Context: an optimization exercise on an open-source flow, tuned for small area. The choices shown serve that exercise and are no tape-out recipe. Where RTL was checked, it was by simulation tests only, not by an equivalence proof against the original. No functional check of the RTL was part of runs 6 and 7. Power figures rest on the tool's default switching activity, not on a simulated workload.

==> flow/config.mk <==
export PLATFORM = sky130hd
export DESIGN_NAME = DPA
export DESIGN_NICKNAME = DPA
export VERILOG_FILES = /design/flow/design.v
export SDC_FILE = /design/flow/constraint.sdc
export NUM_CORES = 4
export LEC_CHECK = 0
export CAP_MARGIN = 0
export CORE_MARGIN = 2
export CORE_UTILIZATION = 40
export CTS_BUF_LIST = sky130_fd_sc_hd__clkbuf_4
export CTS_CLUSTER_SIZE = 16
export GPL_TIMING_DRIVEN = 0
export SLEW_MARGIN = 0
==> flow/constraint.sdc <==
create_clock -name core_clock -period 10.0 [get_ports {clk}]
set_input_delay 2.0000 -clock core_clock [delete_from_list [all_inputs] [get_ports {clk}]]
set_output_delay 2.0000 -clock core_clock [all_outputs]
set_load 0.01 [all_outputs]
==> flow/design.v <==
module DPA (clk,reset,IM_A, IM_Q,IM_D,IM_WEN,CR_A,CR_Q);
input clk;
input reset;
output [19:0] IM_A;
input [23:0] IM_Q;
output [23:0] IM_D;
output IM_WEN;
output [8:0] CR_A;
input [12:0] CR_Q;
genvar k;
reg [2:0] ph;
reg [18:0] hi;
reg [1:0] pno;
reg [19:0] fb, pa;
reg sz128, sz256;
reg [5:0] sec, min;
reg [4:0] hour;
reg [29:0] acc;
reg pb;
wire ph0 = (ph == 3'd0);
wire ph1 = (ph == 3'd1);
wire ph2 = (ph == 3'd2);
wire ph3 = (ph == 3'd3);
wire ph4 = ph[2];
wire [19:0] hc;
wire [18:0] hn;
assign hc[0] = 1'b1;
generate for (k = 0; k < 19; k = k + 1) begin : hinc
	assign hn[k] = hi[k] ^ hc[k];
	assign hc[k+1] = hi[k] & hc[k];
end endgenerate
wire wrap = hc[19];
wire init = ~(hi[18] | hi[17] | hi[16]);
wire hdr  = (hi[18:12] == 7'd30);
wire clk1 = (hi[18:12] == 7'd31);
wire clk2 = (hi[18:12] == 7'd80);
wire clkd = clk1 | clk2;
wire pass = ~hi[18] & hi[17] & ~hi[15];
wire first = ~hi[16];
wire rl = wrap | init;
wire [18:0] hload = {hn[18:17], hn[16:13] | {4{rl}}, hn[12:11], hn[10] | rl, hn[9], hn[8:7] | {2{rl}}, hn[6:0]};
always @(posedge clk or posedge reset)
	if (reset) begin
		ph <= 3'd0;
		hi <= 19'd0;
	end else begin
		ph <= {ph3, ph2 | (ph1), ph0 | ph2};
		if (ph4) hi <= hload;
	end
wire [1:0] pnext = {pno[1] ^ pno[0], ~pno[0]};
wire plast = ({pno == 2'd3, pnext} == IM_Q[2:0]);
always @(posedge clk or posedge reset)
	if (reset) pno <= 2'd0;
	else if (wrap & ph4) pno <= plast ? 2'd0 : pnext;
always @(posedge clk) begin
	if (init & ph3) fb <= IM_Q[19:0];
	if (hdr & ph2) pa <= IM_Q[19:0];
	if (hdr & ph3) begin
		sz128 <= IM_Q[7];
		sz256 <= IM_Q[8];
	end
end
wire tinc = (wrap | ((hi[18:12] == 7'd79) & hc[12])) & ph4;
wire [6:0] sc, mc;
wire [5:0] sn, mn;
wire [5:0] hrc;
wire [4:0] hn5;
assign sc[0] = 1'b1;
assign mc[0] = 1'b1;
assign hrc[0] = 1'b1;
generate for (k = 0; k < 6; k = k + 1) begin : tinc6
	assign sn[k] = sec[k] ^ sc[k];
	assign sc[k+1] = sec[k] & sc[k];
	assign mn[k] = min[k] ^ mc[k];
	assign mc[k+1] = min[k] & mc[k];
end endgenerate
generate for (k = 0; k < 5; k = k + 1) begin : tinc5
	assign hn5[k] = hour[k] ^ hrc[k];
	assign hrc[k+1] = hour[k] & hrc[k];
end endgenerate
wire s59 = sec[5] & sec[4] & sec[3] & sec[1] & sec[0];
wire m59 = min[5] & min[4] & min[3] & min[1] & min[0];
wire h23 = hour[4] & hour[2] & hour[1] & hour[0];
always @(posedge clk) begin
	if (init & ph2) begin
		sec <= IM_Q[5:0];
		min <= IM_Q[13:8];
		hour <= IM_Q[20:16];
	end else if (tinc) begin
		sec <= s59 ? 6'd0 : sn;
		if (s59) begin
			min <= m59 ? 6'd0 : mn;
			if (m59) hour <= h23 ? 5'd0 : hn5;
		end
	end
end
wire [2:0] ci = hi[11:9];
wire [4:0] cr = hi[8:4];
wire [3:0] cc = hi[3:0];
reg [5:0] dv;
always @(*)
	case (ci)
		3'd0, 3'd1: dv = {1'b0, hour};
		3'd3, 3'd4: dv = min;
		default: dv = sec;
	endcase
wire [2:0] tens = (dv >= 6'd50) ? 3'd5 : (dv >= 6'd40) ? 3'd4 : (dv >= 6'd30) ? 3'd3 :
                  (dv >= 6'd20) ? 3'd2 : (dv >= 6'd10) ? 3'd1 : 3'd0;
wire [5:0] ones6 = dv - tens * 4'd10;
wire [3:0] ones = ones6[3:0];
wire colon = (ci == 3'd2) | (ci == 3'd5);
wire tsel = (ci == 3'd0) | (ci == 3'd3) | (ci == 3'd6);
wire [3:0] dig = colon ? 4'd10 : tsel ? {1'b0, tens} : ones;
wire [1:0] rh = cr[4:3] - 2'd1;
assign CR_A = {{1'b0, dig, 1'b0} + {2'b0, dig} + {4'b0, rh}, cr[2:0]};
wire cvalid = ~(cc[3] & cc[2] & (cc[1] | cc[0])) & (cr[4] | cr[3]);
wire bit12 = ((ci == 3'd0) & (cr == 5'd8)) ? CR_Q[12] : pb;
wire cbit = (cc == 4'd0) ? bit12 : CR_Q[4'd12 - cc];
always @(posedge clk)
	if (clkd & cvalid & (cc != 4'd0)) pb <= CR_Q[12];
reg [7:0] kx;
always @(*)
	case (ci)
		3'd0: kx = 8'd152;
		3'd1: kx = 8'd165;
		3'd2: kx = 8'd178;
		3'd3: kx = 8'd191;
		3'd4: kx = 8'd204;
		3'd5: kx = 8'd217;
		3'd6: kx = 8'd230;
		default: kx = 8'd243;
	endcase
wire [8:0] xc;
wire [7:0] cx;
wire [7:0] cc8 = {4'd0, cc};
assign xc[0] = 1'b0;
generate for (k = 0; k < 8; k = k + 1) begin : cxadd
	wire b = cc8[k];
	assign cx[k] = kx[k] ^ b ^ xc[k];
	assign xc[k+1] = (kx[k] & b) | (xc[k] & (kx[k] ^ b));
end endgenerate
wire [7:0] py = hi[14:7];
wire [6:0] pxh = hi[6:0];
wire px0 = py[0] ^ first;
wire dx = ph[0];
wire dy = ph[1];
wire inclk = (py[7] & py[6] & py[5] & (py[4] | py[3])) & (pxh[6] & (pxh[5] | pxh[4] | (pxh[3] & pxh[2])));
wire dx1 = dx & px0 & ~(&pxh);
wire dy1 = dy & py[0] & ~(&py[7:1]);
wire [7:0] yc;
wire [6:0] Y1;
assign yc[0] = dy1;
generate for (k = 0; k < 7; k = k + 1) begin : yinc
	assign Y1[k] = py[k+1] ^ yc[k];
	assign yc[k+1] = py[k+1] & yc[k];
end endgenerate
wire sW = clkd | (pass & ph4);
wire sP = pass & ~ph4;
wire sA = pass & (ph4 | sz256);
wire sE = pass & ~ph4 & ~sz256 & sz128;
wire sF = pass & ~ph4 & ~sz256 & ~sz128;
wire sH = ~clkd & ~pass;
reg [3:0] hs;
always @(*)
	if (hdr) hs = {1'b0, pno, 1'b1} + 4'd2 + {3'd0, ph[1]};
	else hs = {1'b0, ph} - 4'd1;
wire [19:0] base = ({20{sW}} & fb) | ({20{sP}} & pa);
wire [19:0] off = ({20{clkd}} & {4'd0, 3'b111, cr, cx}) |
                  ({20{sA}} & {4'd0, py, pxh, px0}) |
                  ({20{sE}} & {6'd0, Y1, pxh}) |
                  ({20{sF}} & {2'd0, py, dy, pxh, px0, dx}) |
                  ({20{sH}} & {16'd0, hs});
wire [12:0] ac;
assign ac[0] = sE & dx1;
generate for (k = 0; k < 12; k = k + 1) begin : aadd
	assign IM_A[k] = base[k] ^ off[k] ^ ac[k];
	assign ac[k+1] = (base[k] & off[k]) | (ac[k] & (base[k] ^ off[k]));
end endgenerate
wire [7:0] u0 = base[19:12] + {2'b00, off[17:12]};
wire [8:0] uc;
wire [7:0] u1;
assign uc[0] = 1'b1;
generate for (k = 0; k < 8; k = k + 1) begin : uinc
	assign u1[k] = u0[k] ^ uc[k];
	assign uc[k+1] = u0[k] & uc[k];
end endgenerate
assign IM_A[19:12] = ac[12] ? u1 : u0;
wire [29:0] s;
generate for (k = 0; k < 3; k = k + 1) begin : ch
	wire [10:0] c;
	wire [9:0] q10 = {2'b00, IM_Q[k*8+7:k*8]};
	assign c[0] = 1'b0;
	genvar j;
	for (j = 0; j < 10; j = j + 1) begin : b
		wire a = acc[k*10+j] & ~ph1;
		wire q = q10[j];
		assign s[k*10+j] = a ^ q ^ c[j];
		assign c[j+1] = (a & q) | (c[j] & (a ^ q));
	end
	assign IM_D[k*8+7:k*8] = clkd ? {8{cbit}} : s[k*10+9:k*10+2];
end endgenerate
always @(posedge clk) acc <= s;
wire we = ph4 & ((pass & ~inclk) | (clkd & cvalid));
assign IM_WEN = ~we;
endmodule
==> flow/flow/run.sh <==
#!/bin/bash
# The standard layout with three changes:
#  - the combinational part of the standard synthesis is re-mapped with a
#    stronger ABC area script (flow/remap.sh; registers untouched),
#  - ports are buffered with buf_1 instead of the default buffer,
#  - clock tree with clkbuf_4 and no dummy loads.
set -euo pipefail
W=$(pwd)
export BUFFER_PORTS_ARGS="-buffer_cell sky130_fd_sc_hd__buf_1"
export CTS_ARGS="-sink_clustering_enable -repair_clock_nets -buf_list sky130_fd_sc_hd__clkbuf_4 -sink_clustering_size 16 -dont_use_dummy_load"
bash standard.sh synth > "$W/flow_synth.log" 2>&1
R=$W/orfs/results/sky130hd/DPA/base
LIB=$FLOW_HOME/platforms/sky130hd/lib/sky130_fd_sc_hd__tt_025C_1v80.lib
if [[ -x $FLOW_HOME/../tools/install/yosys/bin/yosys ]]; then
  export YOSYS=$FLOW_HOME/../tools/install/yosys/bin/yosys
fi
cp "$R/1_2_yosys.v" "$W/synth_standard.v"
mkdir -p "$W/remap"
bash "$W/flow/remap.sh" "$W/synth_standard.v" "$W/remap/remapped.v" "$LIB" "$W/remap" > "$W/flow_remap.log" 2>&1
cp "$W/remap/remapped.v" "$R/1_2_yosys.v"
rm -f "$R/1_synth.odb" "$R/1_synth.sdc"
bash standard.sh > "$W/flow_layout.log" 2>&1
==> flow/flow/remap.sh <==
#!/bin/bash
# Re-map the combinational logic of the standard synthesis netlist with a
# stronger ABC area script.  Flip-flops, full/half adders and tie cells are
# kept as they are (same instances, same names).
# usage: remap.sh IN.v OUT.v LIB WORKDIR
set -euo pipefail
IN=$1; OUT=$2; LIB=$3; WD=$4
YOSYS=${YOSYS:-$(command -v yosys || echo /OpenROAD-flow-scripts/tools/install/yosys/bin/yosys)}
DONT="sky130_fd_sc_hd__lpflow_bleeder_1 sky130_fd_sc_hd__lpflow_clkbufkapwr_1 sky130_fd_sc_hd__lpflow_clkbufkapwr_16 sky130_fd_sc_hd__lpflow_clkbufkapwr_2 sky130_fd_sc_hd__lpflow_clkbufkapwr_4 sky130_fd_sc_hd__lpflow_clkbufkapwr_8 sky130_fd_sc_hd__lpflow_clkinvkapwr_1 sky130_fd_sc_hd__lpflow_clkinvkapwr_16 sky130_fd_sc_hd__lpflow_clkinvkapwr_2 sky130_fd_sc_hd__lpflow_clkinvkapwr_4 sky130_fd_sc_hd__lpflow_clkinvkapwr_8 sky130_fd_sc_hd__lpflow_decapkapwr_12 sky130_fd_sc_hd__lpflow_decapkapwr_3 sky130_fd_sc_hd__lpflow_decapkapwr_4 sky130_fd_sc_hd__lpflow_decapkapwr_6 sky130_fd_sc_hd__lpflow_decapkapwr_8 sky130_fd_sc_hd__lpflow_inputiso0n_1 sky130_fd_sc_hd__lpflow_inputiso0p_1 sky130_fd_sc_hd__lpflow_inputiso1n_1 sky130_fd_sc_hd__lpflow_inputiso1p_1 sky130_fd_sc_hd__lpflow_inputisolatch_1 sky130_fd_sc_hd__lpflow_isobufsrc_1 sky130_fd_sc_hd__lpflow_isobufsrc_16 sky130_fd_sc_hd__lpflow_isobufsrc_2 sky130_fd_sc_hd__lpflow_isobufsrc_4 sky130_fd_sc_hd__lpflow_isobufsrc_8 sky130_fd_sc_hd__lpflow_isobufsrckapwr_16 sky130_fd_sc_hd__lpflow_lsbuf_lh_hl_isowell_tap_1 sky130_fd_sc_hd__lpflow_lsbuf_lh_hl_isowell_tap_2 sky130_fd_sc_hd__lpflow_lsbuf_lh_hl_isowell_tap_4 sky130_fd_sc_hd__lpflow_lsbuf_lh_isowell_4 sky130_fd_sc_hd__lpflow_lsbuf_lh_isowell_tap_1 sky130_fd_sc_hd__lpflow_lsbuf_lh_isowell_tap_2 sky130_fd_sc_hd__lpflow_lsbuf_lh_isowell_tap_4 sky130_fd_sc_hd__probe_p_8 sky130_fd_sc_hd__probec_p_8 "
cells=$(grep -o "sky130_fd_sc_hd__[a-z0-9_]*" "$IN" | sort -u)
keep=""
for c in $cells; do
  case $c in
    *__df*|*__edf*|*__sdf*|*__fa_*|*__ha_*|*__conb_*) keep="$keep $c";;
  esac
done
cat > "$WD/remap.abc" <<'EOA'
strash
&get -n
&deepsyn -T 60
&dch -f
&nf -R 1000
&put
EOA
{
  echo "read_liberty -ignore_miss_func $LIB"
  for c in $keep; do echo "setattr -mod -set blackbox 1 $c"; done
  echo "read_verilog $IN"
  echo "hierarchy -top DPA"
  echo "flatten"
  echo "opt_clean -purge"
  echo "tee -o $WD/remap_before.txt stat -liberty $LIB"
  dargs=""
  for d in $DONT; do dargs="$dargs -dont_use $d"; done
  echo "abc -liberty $LIB -script $WD/remap.abc $dargs"
  echo "hilomap -singleton -hicell sky130_fd_sc_hd__conb_1 HI -locell sky130_fd_sc_hd__conb_1 LO"
  echo "opt_clean -purge"
  echo "insbuf -buf sky130_fd_sc_hd__buf_4 A X"
  echo "rename -enumerate"
  echo "tee -o $WD/remap_after.txt stat -liberty $LIB"
  echo "write_verilog -noattr -noexpr -nohex -nodec $OUT"
} > "$WD/remap.ys"
"$YOSYS" -s "$WD/remap.ys"
==> flow/standard.sh <==
#!/bin/bash
# synth_recipe.tcl (not shown) runs the flow's synth.tcl, then flattens the netlist and writes it again
# the make line also repeats each setting of config.mk as NAME=value (left out here)
make -C /OpenROAD-flow-scripts/flow DESIGN_CONFIG=/design/flow/config.mk WORK_HOME=/design/flow/orfs CLKGATE_MAP_FILE= SYNTH_SCRIPT=/design/flow/synth_recipe.tcl "${@:-finish}"
==> reports/results.tsv, run 1 <==
stage	metric	value	unit
drt	routed-via-count	5408	
die	ios	93	
clock_tree	postCtsHoldBufs	0	
clock_tree	clk_pin_slew_worst_paths	0.09	ns
worst_hold_path	holdCritPathClass	reg2reg	
global_route	grtUsageTotal	18.8	%
critical_path	slowest_stage	nor2_1	
drt	wire_per_inst	17.9	µm
clock_tree	cts_setup_buffers	0	
synth	syn_area	7310	µm²
sta	final.period_utilization	94.4	%
pwr	p_per_area	139	nW/µm²
drt	drtIter0Drc	456	
sta	final-hold-violation-count	0	
finish	nNetsFinal	913	
sta	rsz0062_at_grt	no	
clock_tree	clock_latency	0.53	ns
finish	syn_to_final_growth	12.9	%
die	rows	49	
placement	io_buffers	92	
critical_path	r2r_slack	4.80	ns
global_route	grt_start_max_net_pins	40	
sta	finalMaxSlewViolations	0	
clock_tree	numClockSinks	114	
sta	finalCriticalPeriod	9.44	ns
die	fp.coreArea	18000	µm²
placement	gp_congestion	0.866	
critical_path	start_kind	flip-flop	
critical_path	critPathMaxStageDelay	0.87	ns
synth	syn_inst	638	
die	die-area	19400	µm²
sta	tightest_slew	1.12	ns
synth	syn_nets	794	
drt	drt_first_pass_iters	5	
clock_tree	h-tree-depth	4	
die	die_h	139	µm
pwr	vdd_drop_max	0.138	mV
critical_path	critPathMostFrequentCell	fa_1	
synth	avgSynthCellArea	11.5	µm²
global_route	grt_first_pass_wirelength	28900	µm
clock_tree	clock-root-buffer	clkbuf_4	
critical_path	r2r_end	acc[9]	
clock_tree	cts_made_buffers	17	
job	maxCapViolCount	0	
pwr	p_leak	3.41	nW
global_route	antenna_found_initial	0	
die	floorplan.initialDensity	40.7	%
sta	slew_headroom	25.5	%
critical_path	r2r_start	ph[2]	
placement	placed_cell_area	8110	µm²
worst_hold_path	holdPathEnd	acc[19]	
critical_path	critPathRequiredTime	8.00	ns
finish	fill_cells	1684	
global_route	grt.overflow.total	0	
finish	drive_above_1_share	4.77	%
synth	ys_warn_count	1	
drt	viasPerCell	5.50	
critical_path	end_kind	output pin	
die	fp.dieW	139	µm
placement	hpwl	13500	µm
finish	diodes	0	
sta	fmax	0.106	GHz
critical_path	path_class	reg2out	
critical_path	worstPathArrival	7.44	ns
drt	wirelength	17600	µm
sta	fin_tns_setup	0	ns
sta	setup_viol	0	
worst_hold_path	hold-path-cell-count	2	
worst_hold_path	min_from	acc[19]	
clock_tree	clockBufferDepth	2	
clock_tree	cts_tree	done	
critical_path	cp_max_fo	16	
finish	design_area	8250	µm²
run_status	status	timing/DRC/antenna clean	
critical_path	r2r_cells	14	
drt	route.detailed.drc	0	
clock_tree	ctsResizeCount	0	
sta	finClkSkew	0.0458	ns
global_route	grt_pass1_vias	5669	
drt	drtAntennaViolNets	0	
-- state kept, by name, summed over array words and instances (netlist names), 2 cells and up --
register / flops
pno: 2
min: 6
acc: 30
fb: 20
pa: 20
hour: 5
ph: 3
hi: 19
sec: 6
-- worst max-delay path: cells and delay by family, from the launching register on --
kind	cells	cell delay, ns
AO/OA/AOI/OAI	2	0.41
XOR/XNOR	2	0.32
adder cells (fa/ha/maj)	12	3.61
buffers and inverters	6	0.54
flip-flops	1	0.46
AND/OR/NAND/NOR	3	1.58
-- per-stage QoR --
stage          setup WS (ns)  std cells  utilization, %  hold WS (ns)  power, mW
3_3_place_gp          -0.704        959            44.2         0.468      0.913
4_1_cts                0.139        984            45.9         0.492       1.17
3_5_place_dp           0.731        967            45.2         0.477      0.935
6_report               0.555        984            45.9         0.485       1.15
2_1_floorplan           1.15        638               -         0.455      0.819
5_1_grt                0.130        984            45.9         0.531       1.22
-- worst max path at each step --
| stage | to | from | cells after the start |
|---|---|---|---|
| finish | IM_A[19] | hi[18] | 25 |
| global route | IM_A[19] | hi[18] | 26 |
| CTS | IM_A[19] | ph[2] | 25 |
| detailed placement | IM_A[19] | ph[2] | 25 |
| global placement | IM_A[19] | hi[14] | 27 |
| floorplan | IM_A[19] | hi[14] | 26 |
-- placed cells by master (no fill, tap or decap), drive strengths merged, types with 17 or more instances in the layout --
cell    count
a22o       25
fa         40
a21o       28
clkbuf     17
buf       103
and2       28
clkinv     56
nor2       39
edfxtp     60
a21oi      21
dfxtp      30
nand2      42
dfrtp      24
ha         77
-- layout make-up --
| type | count | area [µm²] | share of cell area (%) |
|---|---|---|---|
| Clock buffer | 17 | 128 | 1.55 |
| Buffer | 3 | 22.5 | 0.273 |
| Tap cell | 229 | 287 | 3.47 |
| Inverter | 56 | 210 | 2.55 |
| Multi-Input combinational cell | 465 | 4110 | 49.8 |
| Timing Repair Buffer | 100 | 488 | 5.91 |
| Sequential cell | 114 | 3000 | 36.4 |
-- metal layers --
metal  up-vias  global-route usage (%)  share of wire [%]
li1       2571                       -                  -
met2       179                    32.5                 50
met1      2635                    23.2                 43
met5         -                       0                  0
met3        23                    4.35                5.8
met4         0                    6.06                1.5
-- where the power goes --
part | leakage (nW) | switching (mW) | internal, mW
combinational | 2.26 | 0.195 | 0.171
clock | 0.0782 | 0.149 | 0.0774
sequential | 1.07 | 0.0101 | 0.544
total | 3.41 | 0.354 | 0.792
==> inputs of run 2 (changes only) <==
--- a/flow/config.mk
+++ b/flow/config.mk
@@ -10,5 +10,4 @@
 export CORE_UTILIZATION = 40
 export CTS_BUF_LIST = sky130_fd_sc_hd__clkbuf_4
 export CTS_CLUSTER_SIZE = 16
-export GPL_TIMING_DRIVEN = 0
 export SLEW_MARGIN = 0
==> reports/results.tsv, run 2 <==
stage	metric	value	unit
die	die-area	19400	µm²
global_route	grt_start_max_net_pins	39	
job	maxCapViolCount	0	
sta	slew_headroom	22.8	%
clock_tree	cts_setup_buffers	0	
critical_path	worstPathArrival	7.22	ns
drt	routed-via-count	5423	
sta	tightest_slew	1.15	ns
critical_path	start_kind	flip-flop	
drt	drtAntennaViolNets	0	
global_route	grt_pass1_vias	5536	
sta	final.period_utilization	92.2	%
drt	drtIter0Drc	619	
global_route	grt_first_pass_wirelength	28700	µm
sta	fin_tns_setup	0	ns
finish	syn_to_final_growth	11.6	%
sta	final-hold-violation-count	0	
synth	syn_nets	794	
sta	finClkSkew	0.0450	ns
finish	finalNonFillerCells	986	
pwr	vdd_drop_max	0.156	mV
global_route	grt.overflow.total	0	
critical_path	critPathRequiredTime	8.00	ns
drt	drt_first_pass_iters	5	
pwr	p_leak	3.39	nW
synth	avgSynthCellArea	11.5	µm²
run_status	status	timing/DRC/antenna clean	
placement	gp_congestion	0.893	
sta	fmax	0.108	GHz
sta	finalMaxSlewViolations	0	
sta	rsz0062_at_grt	no	
clock_tree	postCtsHoldBufs	0	
finish	fill_cells	1695	
clock_tree	numClockSinks	114	
sta	hold-worst-slack	0.487	ns
finish	largestRegisters	acc x30, fb x20, pa x20	
die	floorplan.initialDensity	40.7	%
finish	drive_above_1_share	4.10	%
critical_path	end_kind	output pin	
clock_tree	clock_latency	0.52	ns
sta	setup_viol	0	
critical_path	path_class	reg2out	
finish	regMostFlops	acc	
finish	regArea	3000	µm²
drt	wirelength	17300	µm
placement	dp.cells	968	
synth	syn_inst	638	
clock_tree	clock-root-buffer	clkbuf_4	
sta	finalCriticalPeriod	9.22	ns
placement	hpwl	13300	µm
finish	layout_commonest_cell	buf_1	
die	fp.dieW	139	µm
clock_tree	h-tree-depth	4	
drt	viasPerCell	5.50	
clock_tree	clk_pin_slew_worst_paths	0.09	ns
global_route	grtUsageTotal	18.9	%
critical_path	cp_max_fo	15	
drt	wire_per_inst	17.6	µm
clock_tree	cts_tree	done	
synth	syn_area	7310	µm²
die	die_h	139	µm
finish	largest_reg_flops	30	
placement	io_buffers	92	
finish	nNetsFinal	914	
finish	multi_input_area	4090	µm²
pwr	p_per_area	140	nW/µm²
finish	post-route-util	45.4	%
finish	final_cell_mix	92 x buf_1, 77 x ha_1, 60 x edfxtp_1, 56 x clkinv_1, 42 x nand2_1	
clock_tree	ctsResizeCount	0	
die	rows	49	
global_route	antenna_found_initial	1	
drt	route.detailed.drc	0	
die	ios	93	
worst_hold_path	holdCritPathClass	reg2reg	
synth	ys_warn_count	1	
clock_tree	cts_made_buffers	17	
die	fp.coreArea	18000	µm²
clock_tree	clockBufferDepth	2	
## run 2: worst paths after layout
kind	start	end	slack [ns]	cells past startpoint
worst max register to register	hi[0]	sec[3]	4.85	21
worst min register to register	acc[9]	acc[9]	0.49	2
worst max-delay path	hi[15]	IM_A[19]	0.78	26
worst min-delay path	acc[9]	acc[9]	0.49	2
min in group asynchronous	reset	hi[14]	1.56	2
max in group asynchronous	reset	hi[1]	7.95	2
## run 2: final cells by class
cell class	instances	share of cell area [%]
Timing Repair Buffer	104	5.34
Clock buffer	17	1.56
Sequential cell	114	36.8
Inverter	56	2.58
Antenna cell	1	0.0307
Tap cell	229	3.51
Multi-Input combinational cell	465	50.2
## run 2: layer usage
metal  vias up  share of wire, %  GRT usage [%]
li1       2559                 -              -
met1      2655                45           24.6
met2       189                49           31.2
met3        20               5.4           4.87
met4         0               1.3           5.32
met5         -                 0              0
## run 2: worst max-delay path, stage by stage (launching register included)
cell and delay, ns:
dfrtp_1 0.45, or3b_1 0.52, nor3_1 0.23, and2_0 0.63
a222oi_1 0.14, o211a_1 0.18, fa_1 0.41, fa_1 0.40
fa_1 0.39, fa_1 0.37, clkinv_1 0.06, fa_1 0.17
fa_1 0.18, fa_1 0.17, clkinv_1 0.09, fa_1 0.37
clkinv_1 0.07, fa_1 0.16, clkinv_1 0.07, fa_1 0.36
clkinv_1 0.07, fa_1 0.20, fa_1 0.40, nand2_1 0.11
xnor2_1 0.18, xnor2_1 0.13, buf_1 0.16
## run 2: metrics by stage
| step | instance area, µm² | worst slack (ns) | total power [mW] |
|---|---|---|---|
| 3_5_place_dp | 8030 | 1.33 | 0.933 |
| 6_report | 8160 | 0.778 | 1.14 |
| 3_3_place_gp | 8030 | 1.47 | 0.916 |
| 5_1_grt | 8160 | 0.266 | 1.23 |
| 2_1_floorplan | 7310 | 1.15 | 0.819 |
| 4_1_cts | 8150 | 0.753 | 1.16 |
## run 2: where the power goes
group	internal, mW	switching (mW)	total (mW)	leakage [nW]
combinational	0.170	0.195	0.365	2.24
sequential	0.544	0.00946	0.553	1.07
clock	0.0773	0.147	0.224	0.0782
==> inputs of run 3 (changes only) <==
--- a/flow/flow/remap.sh
+++ b/flow/flow/remap.sh
@@ -1,7 +1,8 @@
 #!/bin/bash
 # Re-map the combinational logic of the standard synthesis netlist with a
-# stronger ABC area script.  Flip-flops, full/half adders and tie cells are
-# kept as they are (same instances, same names).
+# stronger ABC area script.  Flip-flops, full adders and tie cells are kept
+# as they are (same instances, same names); half adders are re-mapped with
+# the rest of the logic.
 # usage: remap.sh IN.v OUT.v LIB WORKDIR
 set -euo pipefail
 IN=$1; OUT=$2; LIB=$3; WD=$4
@@ -11,7 +12,7 @@
 keep=""
 for c in $cells; do
   case $c in
-    *__df*|*__edf*|*__sdf*|*__fa_*|*__ha_*|*__conb_*) keep="$keep $c";;
+    *__df*|*__edf*|*__sdf*|*__fa_*|*__conb_*) keep="$keep $c";;
   esac
 done
 cat > "$WD/remap.abc" <<'EOA'
==> reports/results.tsv, run 3 <==
stage	metric	value	unit
run_status	status	timing/DRC/antenna clean	
sta	fin_tns_setup	0	ns
finish	regMostFlops	acc	
pwr	vdd_drop_max	0.160	mV
critical_path	worstPathArrival	7.53	ns
drt	wire_per_inst	18.7	µm
finish	finalNonFillerCells	991	
synth	ys_warn_count	1	
finish	largest_reg_flops	30	
critical_path	critPathMostFrequentCell	fa_1	
sta	fmax	0.105	GHz
sta	final-hold-violation-count	0	
clock_tree	clock-root-buffer	clkbuf_4	
die	fp.dieW	134	µm
sta	finalCriticalPeriod	9.53	ns
placement	preCtsSetupSlack	0.475	ns
sta	setup_viol	0	
pwr	p_seq_share	48.5	%
sta	final.period_utilization	95.3	%
sta	slew_headroom	21.3	%
pwr	netSwitchingFraction	31.1	%
synth	syn_inst	646	
critical_path	cp.depth	31	
critical_path	critPathMaxStageDelay	0.48	ns
sta	finClkSkew	0.0479	ns
critical_path	start_kind	flip-flop	
drt	drt_first_pass_iters	5	
finish	design_area	7670	µm²
pwr	switching_power	0.358	mW
drt	drtIter0Drc	337	
critical_path	end_kind	output pin	
finish	final_cell_mix	92 x buf_1, 73 x nand2_1, 60 x edfxtp_1, 40 x nor2_1, 39 x fa_1	
finish	nNetsFinal	852	
critical_path	cp_max_fo	6	
finish	syn_to_final_growth	13.9	%
synth	syn_area	6730	µm²
clock_tree	numClockSinks	114	
drt	routed-via-count	5528	
die	rows	47	
job	maxCapViolCount	0	
worst_hold_path	hold-path-cell-count	2	
sta	finalMaxSlewViolations	0	
worst_hold_path	min_from	acc[0]	
finish	fill_cells	1598	
synth	avgSynthCellArea	10.4	µm²
clock_tree	clock_latency	0.52	ns
clock_tree	clk_pin_slew_worst_paths	0.10	ns
sta	finalWorstSetupSlack	0.473	ns
synth	syn_nets	725	
die	die-area	17900	µm²
critical_path	r2r_start	ph[1]	
die	floorplan.initialDensity	40.8	%
worst_hold_path	holdCritPathClass	reg2reg	
pwr	pwr-share-clk	19.5	%
global_route	grtUsageTotal	21.7	%
clock_tree	postCtsHoldBufs	0	
clock_tree	cts_made_buffers	17	
clock_tree	h-tree-depth	4	
drt	route.detailed.drc	0	
placement	gp_congestion	0.862	
sta	tightest_slew	1.18	ns
finish	drive_above_1_share	7.00	%
die	die_h	134	µm
placement	hpwl	13900	µm
global_route	grt.overflow.total	0	
critical_path	path_class	reg2out	
global_route	grt_start_max_net_pins	31	
pwr	p_comb_share	32.0	%
pwr	p_per_area	150	nW/µm²
finish	diodes	0	
critical_path	worst-path-buf-inv	8	
finish	largestRegisters	acc x30, fb x20, pa x20	
die	fp.coreArea	16500	µm²
drt	wirelength	18500	µm
critical_path	r2r_cells	14	
critical_path	slowest_stage	o41a_1	
drt	viasPerCell	5.58	
die	ios	93	
clock_tree	cts_tree	done	
clock_tree	clockBufferDepth	2	
placement	io_buffers	92	
finish	layout_commonest_cell	buf_1	
global_route	antenna_found_initial	0	
critical_path	path_delay_family	adder cells	
pwr	internal-power	0.791	mW
placement	dp.cells	966	
pwr	p_leak	2.81	nW
global_route	grt_first_pass_wirelength	30000	µm
drt	drtAntennaViolNets	0	
sta	hold-worst-slack	0.487	ns
placement	placed_cell_area	7420	µm²
critical_path	setup.worst_path.start	hi[15]	
critical_path	critPathRequiredTime	8.00	ns
global_route	grt_pass1_vias	5550	
run 3: through the flow:
step                total power, mW  utilization (%)
floorplan                     0.821                -
global placement              0.921             44.9
detailed placement            0.933             44.9
CTS                            1.16             45.7
global route                   1.23             46.4
finish                         1.15             46.4
run 3: cell type report:
type	count	area, µm²	share of cell area, %
Timing Repair Buffer	111	488	6.36
Multi-Input combinational cell	493	3630	47.4
Tap cell	220	275	3.59
Clock buffer	17	128	1.66
Inverter	36	135	1.76
Sequential cell	114	3010	39.2
run 3: final timing paths:
| check | slack (ns) | end |
|---|---|---|
| max | 0.47 | IM_A[19] |
| min | 0.49 | acc[0] |
| max reg2reg | 4.90 | acc[29] |
| min reg2reg | 0.49 | acc[0] |
| max in group asynchronous | 7.91 | hi[12] |
| min in group asynchronous | 1.56 | ph[0] |
run 3: power by group through the flow:
stage / Sequential, mW / Combinational (mW) / Clock, mW
after global routing: 0.562 / 0.414 / 0.256
after global placement: 0.565 / 0.356 / 0
final: 0.556 / 0.368 / 0.224
after floorplan: 0.563 / 0.259 / 0
after CTS: 0.557 / 0.373 / 0.233
after detailed placement: 0.567 / 0.366 / 0
run 3: what timing repair did:
item | CTS | global route
gates resized for setup | 1 | 21
endpoints found under the hold margin | 0 | 0
buffers inserted | 0 | 8
pin swaps | 0 | 2
setup endpoints to repair | 1 | 4
run 3: routing by layer:
layer  GRT usage, %  up-vias  routed length [µm]
met5              0        -                   0
met4           4.67        0                 188
met3           4.83       13                1040
met2           36.4      184                9130
met1           28.9     2718                8180
li1               -     2613                   -
run 3: tightest hold or removal path, cell delays in order, from the launching register on:
cell and delay, ns:
dfxtp_1 0.33, nand2_1 0.07, xnor2_1 0.06
==> inputs of run 4 (changes only) <==
--- a/flow/design.v
+++ b/flow/design.v
@@ -24,7 +24,7 @@
 wire ph4 = ph[2];
 wire [19:0] hc;
 wire [18:0] hn;
-assign hc[0] = 1'b1;
+assign hc[0] = ph4;
 generate for (k = 0; k < 19; k = k + 1) begin : hinc
 	assign hn[k] = hi[k] ^ hc[k];
 	assign hc[k+1] = hi[k] & hc[k];
@@ -37,7 +37,7 @@
 wire clkd = clk1 | clk2;
 wire pass = ~hi[18] & hi[17] & ~hi[15];
 wire first = ~hi[16];
-wire rl = wrap | init;
+wire rl = wrap | (init & ph4);
 wire [18:0] hload = {hn[18:17], hn[16:13] | {4{rl}}, hn[12:11], hn[10] | rl, hn[9], hn[8:7] | {2{rl}}, hn[6:0]};
 always @(posedge clk or posedge reset)
 	if (reset) begin
@@ -45,13 +45,13 @@
 		hi <= 19'd0;
 	end else begin
 		ph <= {ph3, ph2 | (ph1), ph0 | ph2};
-		if (ph4) hi <= hload;
+		hi <= hload;
 	end
 wire [1:0] pnext = {pno[1] ^ pno[0], ~pno[0]};
 wire plast = ({pno == 2'd3, pnext} == IM_Q[2:0]);
 always @(posedge clk or posedge reset)
 	if (reset) pno <= 2'd0;
-	else if (wrap & ph4) pno <= plast ? 2'd0 : pnext;
+	else if (wrap) pno <= plast ? 2'd0 : pnext;
 always @(posedge clk) begin
 	if (init & ph3) fb <= IM_Q[19:0];
 	if (hdr & ph2) pa <= IM_Q[19:0];
@@ -60,14 +60,19 @@
 		sz256 <= IM_Q[8];
 	end
 end
-wire tinc = (wrap | ((hi[18:12] == 7'd79) & hc[12])) & ph4;
+wire tinc = wrap | ((hi[18:12] == 7'd79) & hc[12]);
+wire s59 = sec[5] & sec[4] & sec[3] & sec[1] & sec[0];
+wire m59 = min[5] & min[4] & min[3] & min[1] & min[0];
+wire h23 = hour[4] & hour[2] & hour[1] & hour[0];
+wire minc = tinc & s59;
+wire hrinc = minc & m59;
 wire [6:0] sc, mc;
 wire [5:0] sn, mn;
 wire [5:0] hrc;
 wire [4:0] hn5;
-assign sc[0] = 1'b1;
-assign mc[0] = 1'b1;
-assign hrc[0] = 1'b1;
+assign sc[0] = tinc;
+assign mc[0] = minc;
+assign hrc[0] = hrinc;
 generate for (k = 0; k < 6; k = k + 1) begin : tinc6
 	assign sn[k] = sec[k] ^ sc[k];
 	assign sc[k+1] = sec[k] & sc[k];
@@ -78,21 +83,11 @@
 	assign hn5[k] = hour[k] ^ hrc[k];
 	assign hrc[k+1] = hour[k] & hrc[k];
 end endgenerate
-wire s59 = sec[5] & sec[4] & sec[3] & sec[1] & sec[0];
-wire m59 = min[5] & min[4] & min[3] & min[1] & min[0];
-wire h23 = hour[4] & hour[2] & hour[1] & hour[0];
+wire tload = init & ph2;
 always @(posedge clk) begin
-	if (init & ph2) begin
-		sec <= IM_Q[5:0];
-		min <= IM_Q[13:8];
-		hour <= IM_Q[20:16];
-	end else if (tinc) begin
-		sec <= s59 ? 6'd0 : sn;
-		if (s59) begin
-			min <= m59 ? 6'd0 : mn;
-			if (m59) hour <= h23 ? 5'd0 : hn5;
-		end
-	end
+	sec <= tload ? IM_Q[5:0] : (minc ? 6'd0 : sn);
+	min <= tload ? IM_Q[13:8] : (hrinc ? 6'd0 : mn);
+	hour <= tload ? IM_Q[20:16] : ((hrinc & h23) ? 5'd0 : hn5);
 end
 wire [2:0] ci = hi[11:9];
 wire [4:0] cr = hi[8:4];
--- a/flow/config.mk
+++ b/flow/config.mk
@@ -10,4 +10,5 @@
 export CORE_UTILIZATION = 40
 export CTS_BUF_LIST = sky130_fd_sc_hd__clkbuf_4
 export CTS_CLUSTER_SIZE = 16
+export PLACE_DENSITY = 0.8
 export SLEW_MARGIN = 0
==> reports/results.tsv, run 4 <==
stage	metric	value	unit
finish	design_area	7590	µm²
sta	fmax	0.104	GHz
placement	gp_congestion	0.937	
drt	routed-via-count	5755	
sta	finClkSkew	0.0391	ns
pwr	p_total	1.16	mW
drt	wire_per_inst	17.3	µm
finish	finalNonFillerCells	1014	
pwr	p_leak	2.94	nW
die	die-area	17500	µm²
die	die_h	132	µm
finish	drive_above_1_share	8.16	%
clock_tree	clockBufferDepth	2	
sta	slew_headroom	37.0	%
synth	syn_nets	741	
critical_path	slowest_stage	dfrtp_1	
clock_tree	numClockSinks	114	
clock_tree	clk_pin_slew_worst_paths	0.09	ns
placement	placed_cell_area	7350	µm²
finish	post-route-util	47.5	%
global_route	antenna_found_initial	1	
global_route	grt_pass1_vias	5205	
synth	syn_area	6600	µm²
critical_path	path_class	reg2out	
critical_path	r2r_slack	4.71	ns
global_route	grtUsageTotal	20.1	%
global_route	grt_start_max_net_pins	31	
drt	wirelength	17500	µm
critical_path	worstPathArrival	7.58	ns
critical_path	cp_max_fo	15	
synth	ys_warn_count	1	
sta	fin_tns_setup	0	ns
drt	drt_first_pass_iters	6	
drt	drtIter0Drc	512	
synth	avgSynthCellArea	9.97	µm²
worst_hold_path	holdCritPathClass	reg2reg	
finish	regMostFlops	acc	
synth	syn_inst	662	
die	fp.dieW	132	µm
finish	fill_cells	1542	
critical_path	critPathMaxStageDelay	0.66	ns
pwr	vdd_drop_max	0.182	mV
clock_tree	cts_tree	done	
clock_tree	h-tree-depth	4	
critical_path	start_kind	flip-flop	
clock_tree	clock-root-buffer	clkbuf_4	
critical_path	critPathRequiredTime	8.00	ns
finish	nNetsFinal	878	
die	ios	93	
sta	final-hold-violation-count	0	
run_status	status	timing/DRC/antenna clean	
die	fp.coreArea	16000	µm²
critical_path	critPathMostFrequentCell	fa_1	
finish	syn_to_final_growth	15.1	%
die	rows	46	
finish	largest_reg_flops	30	
sta	finalCriticalPeriod	9.58	ns
sta	tightest_slew	0.946	ns
drt	drtAntennaViolNets	0	
placement	hpwl	13200	µm
sta	finalMaxSlewViolations	0	
finish	final_cell_mix	91 x buf_1, 80 x nand2_1, 52 x nor2_1, 47 x dfxtp_1, 43 x edfxtp_1	
pwr	p_per_area	152	nW/µm²
finish	largestRegisters	acc x30, fb x20, pa x20	
global_route	grt.overflow.total	0	
global_route	grt_first_pass_wirelength	27500	µm
finish	layout_commonest_cell	buf_1	
clock_tree	cts_made_buffers	17	
clock_tree	clock_latency	0.52	ns
sta	setup_viol	0	
critical_path	end_kind	output pin	
sta	final.period_utilization	95.8	%
die	floorplan.initialDensity	41.2	%
clock_tree	postCtsHoldBufs	0	
drt	route.detailed.drc	0	
placement	io_buffers	92	
placement	dp.cells	987	
drt	viasPerCell	5.68	
job	maxCapViolCount	0	
[run 4: worst max-delay path, delay by kind of cell, from the launching register on]
family          cells  cell delay (ns)
xor+xnor            1             0.18
simple gates        7             0.68
buf+inv             6             0.51
fa+ha+maj          12             4.13
compound gates      4             0.90
flops               1             0.66
[run 4: repair_timing]
action	CTS	global route
resized for setup	4	16
buffers inserted	0	9
hold endpoints to repair	0	0
setup endpoints to repair	1	2
pin swaps	0	1
[run 4: per-layer routing]
layer / track usage [%] / wire (µm) / vias to the layer above
met5: 0 / 0 / -
met4: 5.38 / 304 / 0
met3: 6.86 / 1680 / 29
met2: 29.8 / 7770 / 292
met1: 28.2 / 7790 / 2744
li1: - / - / 2690
[run 4: worst paths after layout]
check	startpoint	to	cells past startpoint
worst min register to register	acc[20]	acc[20]	2
min in group asynchronous	reset	hi[14]	2
worst max-delay path	hi[1]	IM_A[19]	30
worst max register to register	ph[1]	acc[19]	14
worst min-delay path	acc[20]	acc[20]	2
max in group asynchronous	reset	hi[18]	2
[run 4: power by group]
group / total [mW] / switching [mW] / internal, mW
combinational: 0.381 / 0.204 / 0.177
clock: 0.220 / 0.143 / 0.0775
sequential: 0.554 / 0.0164 / 0.538
[run 4: cell type report]
cell class              instances  area (µm²)  area share (%)
flip-flops and latches        114        2840            37.4
well taps                     216         270            3.56
inverters                      32         120            1.58
clock buffers                  17         128            1.68
multi-input cells             513        3670            48.4
diodes                          1        2.50          0.0329
repair buffers                121         562            7.40
[run 4: stage by stage]
step | hold WS (ns) | setup WS [ns]
after floorplan | 0.445 | 0.251
after global placement | 0.460 | 0.653
after detailed placement | 0.472 | 0.522
after CTS | 0.486 | 0.00413
after global routing | 0.517 | -0.0158
final | 0.489 | 0.416
==> inputs of run 5 (changes only) <==
--- a/flow/config.mk
+++ b/flow/config.mk
@@ -10,5 +10,4 @@
 export CORE_UTILIZATION = 40
 export CTS_BUF_LIST = sky130_fd_sc_hd__clkbuf_4
 export CTS_CLUSTER_SIZE = 16
-export PLACE_DENSITY = 0.8
 export SLEW_MARGIN = 0
==> reports/results.tsv, run 5 <==
stage	metric	value	unit
run_status	status	timing/DRC/antenna clean	
finish	fill_cells	1584	
global_route	grt_pass1_vias	5451	
sta	setup_viol	0	
die	die_h	132	µm
critical_path	r2r_slack	4.83	ns
synth	ys_warn_count	1	
clock_tree	numClockSinks	114	
critical_path	worstSetupEndpoint	IM_A[19]	
finish	finalNonFillerCells	1011	
critical_path	end_kind	output pin	
critical_path	setup.worst_path.start	hi[0]	
sta	final.period_utilization	95.7	%
die	fp.coreArea	16000	µm²
critical_path	critPathMostFrequentCell	fa_1	
sta	slew_headroom	35.3	%
drt	wirelength	18500	µm
clock_tree	clock_latency	0.52	ns
synth	avgSynthCellArea	9.97	µm²
clock_tree	clock-root-buffer	clkbuf_4	
drt	drtAntennaViolNets	0	
critical_path	critPathRequiredTime	8.00	ns
critical_path	r2r_cells	14	
placement	gp_congestion	0.921	
sta	finalCriticalPeriod	9.57	ns
sta	final-hold-violation-count	0	
clock_tree	postCtsHoldBufs	0	
sta	tightest_slew	0.965	ns
finish	largestRegisters	acc x30, fb x20, pa x20	
pwr	p_leak	2.93	nW
finish	multi_input_area	3660	µm²
die	die-area	17500	µm²
global_route	grt_start_max_net_pins	31	
placement	hpwl	13900	µm
die	fp.dieW	132	µm
synth	syn_nets	741	
clock_tree	clk_pin_slew_worst_paths	0.07	ns
pwr	internal-power	0.791	mW
placement	dp.cells	984	
synth	syn_area	6600	µm²
worst_hold_path	hold-path-cell-count	2	
worst_hold_path	holdCritPathClass	reg2reg	
critical_path	start_kind	flip-flop	
synth	syn_inst	662	
finish	regArea	2840	µm²
finish	drive_above_1_share	7.67	%
drt	drtIter0Drc	576	
clock_tree	h-tree-depth	4	
critical_path	r2r_start	ph[1]	
pwr	p_comb_share	32.6	%
critical_path	cp_max_fo	16	
sta	fmax	0.104	GHz
die	rows	46	
pwr	vdd_drop_max	0.146	mV
drt	route.detailed.drc	0	
critical_path	worstPathArrival	7.57	ns
job	maxCapViolCount	0	
finish	final_cell_mix	91 x buf_1, 79 x nand2_1, 51 x nor2_1, 47 x dfxtp_1, 43 x edfxtp_1	
die	ios	93	
critical_path	critPathMaxStageDelay	0.54	ns
pwr	netSwitchingFraction	31.8	%
sta	fin_tns_setup	0	ns
critical_path	slowest_stage	dfrtp_2	
clock_tree	cts_tree	done	
finish	nNetsFinal	876	
global_route	grt_first_pass_wirelength	29800	µm
sta	finClkSkew	0.0503	ns
global_route	grt.overflow.total	0	
drt	wire_per_inst	18.3	µm
sta	finalMaxSlewViolations	0	
finish	layout_commonest_cell	buf_1	
global_route	antenna_found_initial	0	
pwr	p_seq_share	47.9	%
drt	viasPerCell	5.62	
drt	routed-via-count	5680	
clock_tree	clockBufferDepth	2	
finish	syn_to_final_growth	14.7	%
critical_path	r2r_end	acc[9]	
finish	regMostFlops	acc	
placement	io_buffers	92	
pwr	p_per_area	153	nW/µm²
clock_tree	cts_made_buffers	17	
pwr	switching_power	0.368	mW
pwr	pwr-share-clk	19.5	%
critical_path	path_class	reg2out	
global_route	grtUsageTotal	21.8	%
drt	drt_first_pass_iters	6	
die	floorplan.initialDensity	41.2	%
finish	largest_reg_flops	30	
finish	diodes	0	
## run 5: layout make-up
class	instances	share of cell area [%]
flip-flops and latches	114	37.5
clock buffers	17	1.69
inverters	32	1.59
well taps	216	3.57
multi-input cells	513	48.4
repair buffers	119	7.22
## run 5: worst min path at each step
stage               slack (ns)     from       to
CTS                       0.49  acc[20]  acc[20]
finish                    0.48  acc[20]  acc[20]
global route              0.52   acc[0]   acc[0]
detailed placement        0.48  acc[20]  acc[20]
global placement          0.46  acc[20]  acc[20]
floorplan                 0.44  hour[4]  hour[4]
## run 5: layer usage
metal  up-vias  wire length (µm)  track usage, %
li1       2678                 -               -
met1      2777              8390            29.7
met2       188              8540            34.2
met3        37               859            3.64
met4         0               701            9.92
met5         -                 0               0
## run 5: stage by stage
step                util (%)  area (µm²)  power [mW]  setup slack, ns  hold slack, ns
finish                  47.3        7570        1.16            0.428           0.483
global route            47.3        7570        1.25          -0.0158           0.524
CTS                     46.6        7460        1.17           0.0357           0.488
detailed placement      45.8        7330       0.943            0.527           0.475
global placement        45.8        7330       0.932            0.624           0.461
floorplan                  -        6600       0.829            0.251           0.445
## run 5: power by group through the flow
stage                     clock network [mW]  logic, mW  registers [mW]
after floorplan                            0      0.270           0.560
after global placement                     0      0.369           0.564
after detailed placement                   0      0.378           0.565
after CTS                              0.232      0.384           0.555
after global routing                   0.254      0.432           0.561
final                                  0.226      0.378           0.555
## run 5: worst max-delay path: cells and delay by family (launching register included)
| family | cells | cell delay, ns |
|---|---|---|
| AND/OR/NAND/NOR | 7 | 0.81 |
| adder cells (fa/ha/maj) | 12 | 4.28 |
| flip-flops | 1 | 0.54 |
| buffers and inverters | 6 | 0.46 |
| AO/OA/AOI/OAI | 4 | 0.83 |
| XOR/XNOR | 1 | 0.14 |
## run 5: what timing repair did
| action | 4_1_cts | 5_1_grt |
|---|---|---|
| endpoints found under the setup margin | 1 | 2 |
| buffers inserted | 0 | 10 |
| pin swaps | 0 | 1 |
| gates resized for setup | 1 | 18 |
==> inputs of run 6 (changes only) <==
--- a/flow/design.v
+++ b/flow/design.v
@@ -31,21 +31,23 @@
 end endgenerate
 wire wrap = hc[19];
 wire init = ~(hi[18] | hi[17] | hi[16]);
-wire hdr  = (hi[18:12] == 7'd30);
-wire clk1 = (hi[18:12] == 7'd31);
-wire clk2 = (hi[18:12] == 7'd80);
-wire clkd = clk1 | clk2;
-wire pass = ~hi[18] & hi[17] & ~hi[15];
 wire first = ~hi[16];
+reg hdr, clkd, pass;
 wire rl = wrap | (init & ph4);
 wire [18:0] hload = {hn[18:17], hn[16:13] | {4{rl}}, hn[12:11], hn[10] | rl, hn[9], hn[8:7] | {2{rl}}, hn[6:0]};
 always @(posedge clk or posedge reset)
 	if (reset) begin
 		ph <= 3'd0;
 		hi <= 19'd0;
+		hdr <= 1'b0;
+		clkd <= 1'b0;
+		pass <= 1'b0;
 	end else begin
 		ph <= {ph3, ph2 | (ph1), ph0 | ph2};
 		hi <= hload;
+		hdr <= (hload[18:12] == 7'd30);
+		clkd <= (hload[18:12] == 7'd31) | (hload[18:12] == 7'd80);
+		pass <= ~hload[18] & hload[17] & ~hload[15];
 	end
 wire [1:0] pnext = {pno[1] ^ pno[0], ~pno[0]};
 wire plast = ({pno == 2'd3, pnext} == IM_Q[2:0]);
@@ -108,11 +110,12 @@
 wire [3:0] dig = colon ? 4'd10 : tsel ? {1'b0, tens} : ones;
 wire [1:0] rh = cr[4:3] - 2'd1;
 assign CR_A = {{1'b0, dig, 1'b0} + {2'b0, dig} + {4'b0, rh}, cr[2:0]};
+wire we;
 wire cvalid = ~(cc[3] & cc[2] & (cc[1] | cc[0])) & (cr[4] | cr[3]);
 wire bit12 = ((ci == 3'd0) & (cr == 5'd8)) ? CR_Q[12] : pb;
 wire cbit = (cc == 4'd0) ? bit12 : CR_Q[4'd12 - cc];
 always @(posedge clk)
-	if (clkd & cvalid & (cc != 4'd0)) pb <= CR_Q[12];
+	if (we) pb <= CR_Q[12];
 reg [7:0] kx;
 always @(*)
 	case (ci)
@@ -195,6 +198,6 @@
 	assign IM_D[k*8+7:k*8] = clkd ? {8{cbit}} : s[k*10+9:k*10+2];
 end endgenerate
 always @(posedge clk) acc <= s;
-wire we = ph4 & ((pass & ~inclk) | (clkd & cvalid));
+assign we = ph4 & ((pass & ~inclk) | (clkd & cvalid));
 assign IM_WEN = ~we;
 endmodule
==> reports/results.tsv, run 6 <==
stage	metric	value	unit
run_status	status	timing/DRC/antenna clean	
placement	io_buffers	92	
die	fp.coreArea	16600	µm²
finish	multi_input_area	3650	µm²
worst_hold_path	holdCritPathClass	reg2reg	
drt	route.layer.met1.wl	8150	µm
sta	finalWorstSetupSlack	0.396	ns
critical_path	slowest_stage	fa_1	
critical_path	critPathMostFrequentCell	fa_1	
placement	preCtsSetupSlack	0.681	ns
synth	syn_inst	711	
critical_path	r2r_cells	18	
global_route	antenna_found_initial	0	
clock_tree	clockBufferDepth	2	
global_route	grt_start_max_net_pins	35	
die	floorplan.initialDensity	41.0	%
drt	routed-via-count	5683	
pwr	vdd_drop_max	0.155	mV
pwr	p_total	1.17	mW
global_route	grt.overflow.total	0	
synth	syn_area	6810	µm²
drt	drt_first_pass_iters	7	
sta	final.period_utilization	96.0	%
critical_path	r2r_slack	4.66	ns
pwr	p_leak	2.79	nW
pwr	p_per_area	153	nW/µm²
critical_path	start_kind	flip-flop	
global_route	grtUsageTotal	20.1	%
clock_tree	cts_made_buffers	17	
drt	wire_per_inst	16.7	µm
clock_tree	h-tree-depth	4	
sta	rsz0062_at_grt	no	
critical_path	r2r_start	hi[0]	
critical_path	end_kind	output pin	
finish	fill_cells	1691	
die	rows	47	
critical_path	cp_max_fo	22	
clock_tree	clock_latency	0.53	ns
die	fp.dieW	134	µm
critical_path	setup.worst_path.start	pass	
drt	drtIter0Drc	431	
placement	gp_congestion	0.883	
drt	route.detailed.drc	0	
critical_path	worstPathArrival	7.60	ns
critical_path	path_class	reg2out	
worst_hold_path	hold-path-cell-count	2	
sta	slew_headroom	30.1	%
placement	dp.cells	1033	
clock_tree	numClockSinks	117	
sta	setup_viol	0	
worst_hold_path	holdPathEnd	acc[20]	
finish	finalNonFillerCells	1053	
drt	wl_met2	8150	µm
finish	drive_above_1_share	4.80	%
sta	fmax	0.104	GHz
synth	ys_warn_count	1	
finish	final_cell_mix	91 x buf_1, 79 x nand2_1, 62 x clkinv_1, 61 x nor2_1, 47 x dfxtp_1	
job	maxCapViolCount	0	
drt	wirelength	17600	µm
global_route	grt_pass1_vias	5303	
worst_hold_path	min_from	acc[20]	
finish	nNetsFinal	914	
synth	avgSynthCellArea	9.57	µm²
critical_path	critPathMaxStageDelay	0.43	ns
finish	regMostFlops	acc	
clock_tree	clock-root-buffer	clkbuf_4	
sta	tightest_slew	1.04	ns
sta	finalMaxSlewViolations	0	
sta	finClkSkew	0.0418	ns
sta	final-hold-violation-count	0	
finish	largestRegisters	acc x30, fb x20, pa x20	
global_route	grt_first_pass_wirelength	28000	µm
critical_path	worst-path-buf-inv	6	
critical_path	r2r_end	hour[4]	
critical_path	critPathRequiredTime	8.00	ns
clock_tree	clk_pin_slew_worst_paths	0.09	ns
synth	syn_nets	790	
sta	finalCriticalPeriod	9.60	ns
clock_tree	postCtsHoldBufs	0	
critical_path	path_delay_family	adder cells	
drt	viasPerCell	5.40	
sta	fin_tns_setup	0	ns
placement	hpwl	13000	µm
finish	syn_to_final_growth	12.7	%
finish	regArea	2910	µm²
finish	layout_commonest_cell	buf_1	
finish	largest_reg_flops	30	
die	ios	93	
die	die-area	18100	µm²
clock_tree	cts_tree	done	
drt	drtAntennaViolNets	0	
finish	diodes	0	
drt	route.met3.wl	1030	µm
die	die_h	134	µm
drt	routed.top_layer	met4	
## run 6: changes by cell type in the layout (fill, tap and decap cells not counted), moves of 10 or more
cell      before  now
a21o_1        27    3
a21oi_1       34   45
buf_4         26   15
clkinv_1      32   62
nor2_1        51   61
## run 6: metal layers
metal | GRT usage, % | vias up
met3 | 4.76 | 27
met4 | 4.91 | 0
met5 | 0 | -
met2 | 32.2 | 193
met1 | 27.7 | 2716
li1 | - | 2747
## run 6: report_power, final
part	switching [mW]	internal (mW)	leakage (nW)
sequential	0.0158	0.550	1.09
clock	0.151	0.0775	0.0782
combinational	0.221	0.157	1.62
total	0.387	0.785	2.79
## run 6: how the worst max path moves through the flow
stage               end  depth (start not counted)
2_1_floorplan  IM_A[19]                         27
3_3_place_gp   IM_A[19]                         28
3_5_place_dp   IM_A[19]                         28
4_1_cts        IM_A[19]                         28
5_1_grt        IM_A[19]                         29
6_report       IM_A[19]                         29
## run 6: metrics by stage
stage	utilization [%]	cell area [µm²]	hold WS, ns
3_3_place_gp	45.3	7510	0.461
3_5_place_dp	45.3	7510	0.467
2_1_floorplan	-	6810	0.451
4_1_cts	46.0	7630	0.482
5_1_grt	46.3	7670	0.505
6_report	46.3	7670	0.479
## run 6: worst reg2reg max path, stage by stage (launching register included)
cell and delay (ns):
dfrtp_1 0.63, and3_1 0.35, nor2b_1 0.31, and3_1 0.29, nand3_1 0.11, nor2_1 0.43
and3_1 0.28, and2_0 0.28, xnor2_1 0.21, and3_1 0.25, and2_0 0.23, and3_1 0.30
and3_1 0.29, and3_1 0.30, and4_1 0.35, and3_1 0.25, a21oi_1 0.11, a22oi_1 0.21
nand2_1 0.07
## run 6: cell type report
cell class | count | share of cell area, %
tap | 220 | 3.59
multi-input combinational | 529 | 47.6
clock buffer | 17 | 1.66
sequential | 117 | 37.9
timing repair buffer | 108 | 6.13
inverter | 62 | 3.03
## run 6: timing repair
action	4_1_cts	5_1_grt
endpoints found under the setup margin	0	2
setup buffers	0	3
resized for setup	0	7
==> inputs of run 7 (changes only) <==
--- a/flow/flow/run.sh
+++ b/flow/flow/run.sh
@@ -7,7 +7,7 @@
 set -euo pipefail
 W=$(pwd)
 export BUFFER_PORTS_ARGS="-buffer_cell sky130_fd_sc_hd__buf_1"
-export CTS_ARGS="-sink_clustering_enable -repair_clock_nets -buf_list sky130_fd_sc_hd__clkbuf_4 -sink_clustering_size 16 -dont_use_dummy_load"
+export CTS_ARGS="-sink_clustering_enable -repair_clock_nets -buf_list sky130_fd_sc_hd__clkbuf_4 -root_buf sky130_fd_sc_hd__clkbuf_8 -sink_clustering_size 10 -dont_use_dummy_load"
 bash standard.sh synth > "$W/flow_synth.log" 2>&1
 R=$W/orfs/results/sky130hd/DPA/base
 LIB=$FLOW_HOME/platforms/sky130hd/lib/sky130_fd_sc_hd__tt_025C_1v80.lib
==> reports/results.tsv, run 7 <==
stage	metric	value	unit
sta	hold-worst-slack	0.480	ns
clock_tree	cts_made_buffers	17	
clock_tree	postCtsHoldBufs	0	
global_route	grt_pass1_vias	5297	
drt	wirelength	17500	µm
sta	final.period_utilization	96.0	%
sta	setup_viol	0	
placement	hpwl	13000	µm
placement	io_buffers	92	
die	fp.coreArea	16600	µm²
critical_path	r2r_start	hi[0]	
finish	layout_commonest_cell	buf_1	
sta	slew_headroom	30.7	%
critical_path	critPathRequiredTime	8.00	ns
synth	avgSynthCellArea	9.57	µm²
sta	finalCriticalPeriod	9.60	ns
pwr	p_leak	2.79	nW
placement	gp_congestion	0.883	
worst_hold_path	min_from	acc[20]	
global_route	grt.overflow.total	0	
placement	preCtsSetupSlack	0.681	ns
critical_path	end_kind	output pin	
clock_tree	h-tree-depth	4	
finish	fill_cells	1695	
critical_path	worstPathArrival	7.60	ns
synth	syn_nets	790	
sta	fin_tns_setup	0	ns
sta	final-hold-violation-count	0	
clock_tree	numClockSinks	117	
critical_path	critPathMaxStageDelay	0.47	ns
critical_path	cp_max_fo	16	
finish	largest_reg_flops	30	
finish	nNetsFinal	912	
die	floorplan.initialDensity	41.0	%
die	die_h	134	µm
critical_path	critPathMostFrequentCell	fa_1	
clock_tree	clk_pin_slew_worst_paths	0.09	ns
synth	syn_area	6810	µm²
sta	finClkSkew	0.0443	ns
critical_path	start_kind	flip-flop	
drt	drt_first_pass_iters	6	
finish	post-route-util	46.2	%
run_status	status	timing/DRC/antenna clean	
pwr	vdd_drop_max	0.156	mV
finish	syn_to_final_growth	12.5	%
drt	wire_per_inst	16.7	µm
sta	rsz0062_at_grt	no	
drt	routed-via-count	5686	
critical_path	setup.worst_path.start	ph[2]	
clock_tree	cts_tree	done	
synth	syn_inst	711	
clock_tree	clock-root-buffer	clkbuf_8	
sta	finalMaxSlewViolations	0	
drt	viasPerCell	5.41	
synth	ys_warn_count	1	
sta	tightest_slew	1.03	ns
drt	drtAntennaViolNets	0	
global_route	antenna_found_initial	0	
die	die-area	18100	µm²
finish	diodes	0	
drt	drtIter0Drc	423	
global_route	grtUsageTotal	20.1	%
placement	dp.cells	1033	
finish	largestRegisters	acc x30, fb x20, pa x20	
pwr	p_per_area	154	nW/µm²
finish	regMostFlops	acc	
job	maxCapViolCount	0	
clock_tree	clockBufferDepth	2	
finish	final_cell_mix	91 x buf_1, 79 x nand2_1, 62 x clkinv_1, 61 x nor2_1, 47 x dfxtp_1	
die	fp.dieW	134	µm
finish	finalNonFillerCells	1051	
critical_path	path_class	reg2out	
finish	drive_above_1_share	4.33	%
sta	finalWorstSetupSlack	0.399	ns
worst_hold_path	holdCritPathClass	reg2reg	
die	rows	47	
sta	fmax	0.104	GHz
clock_tree	clock_latency	0.43	ns
critical_path	slowest_stage	dfrtp_2	
drt	route.detailed.drc	0	
global_route	grt_first_pass_wirelength	28000	µm
global_route	grt_start_max_net_pins	35	
die	ios	93	
[run 7: cell type report]
class	instances	area [µm²]	share of cell area [%]
sequential	117	2910	38.0
clock buffer	17	134	1.75
tap	220	275	3.60
inverter	62	233	3.04
multi-input combinational	529	3650	47.7
timing repair buffer	106	455	5.95
[run 7: critical path, delay by kind of cell, from the launching register on]
| family | cells | cell delay, ns |
|---|---|---|
| buf+inv | 6 | 0.62 |
| simple gates | 6 | 0.82 |
| flops | 1 | 0.47 |
| xor+xnor | 1 | 0.14 |
| fa+ha+maj | 13 | 4.63 |
| compound gates | 2 | 0.49 |
[run 7: what timing repair did]
item,CTS,global route
gates resized for setup,0,5
buffers inserted,0,1
setup endpoints to repair,0,1
endpoints found under the hold margin,0,0
[run 7: worst paths after layout]
| kind | slack (ns) | to | cells after the start |
|---|---|---|---|
| min reg2reg | 0.48 | acc[20] | 2 |
| min | 0.48 | acc[20] | 2 |
| min in group asynchronous | 1.68 | hi[4] | 2 |
| max reg2reg | 4.64 | hour[4] | 18 |
| max in group asynchronous | 7.80 | hi[9] | 2 |
| max | 0.40 | IM_A[19] | 28 |
[run 7: routing by layer]
metal,wire length (µm),share of wire (%),vias to the layer above,global-route usage (%)
met5,0,0,-,0
met3,1140,6.5,26,4.65
met4,248,1.4,0,4.91
met2,8110,46,200,32.1
li1,-,-,2744,-
met1,8050,46,2716,27.8
[run 7: metrics by stage]
| step | area, µm² | power, mW |
|---|---|---|
| after floorplan | 6810 | 0.841 |
| after global placement | 7510 | 0.953 |
| after detailed placement | 7510 | 0.954 |
| after CTS | 7640 | 1.19 |
| after global routing | 7660 | 1.27 |
| final | 7660 | 1.18 |
[run 7: power by group]
group          internal (mW)  switching, mW
clock                 0.0831          0.153
combinational          0.158          0.221
sequential             0.550         0.0158
total                  0.791          0.389

static timing again, ports no longer ideal:
How much do the figures lean on ideal ports? The routed layouts below were timed once more, with nothing changed but the port constraints. Step 1: set_driving_cell puts a clkbuf_16 on clk and a buf_2 on each other input, an assumption about the parent block. Step 2 times the ports against the registers' clock, not the clock port: input delays grow and output delays shrink by t, the midpoint of the rising clock arrivals with the driver on. a / b / c = ideal ports / drivers / drivers and shift; a / b = the first two.
run	t, ns	slack for setup (ns)	worst hold slack (ns)	pins driven straight from the clock port
run 1	0.541	0.555 / 0.522 / 1.063	0.485 / 0.485 / 0.485	1
run 2	0.535	0.778 / 0.742 / 1.277	0.487 / 0.487 / 0.487	1
run 3	0.535	0.473 / 0.438 / 0.973	0.487 / 0.487 / 0.487	1
run 4	0.541	0.416 / 0.376 / 0.917	0.489 / 0.489 / 0.489	1
run 5	0.534	0.428 / 0.392 / 0.926	0.483 / 0.483 / 0.483	1
run 6	0.545	0.396 / 0.362 / 0.908	0.479 / 0.479 / 0.479	1
run 7	0.444	0.399 / 0.364 / 0.808	0.480 / 0.480 / 0.480	1
After both steps setup and hold are still met in every run listed.
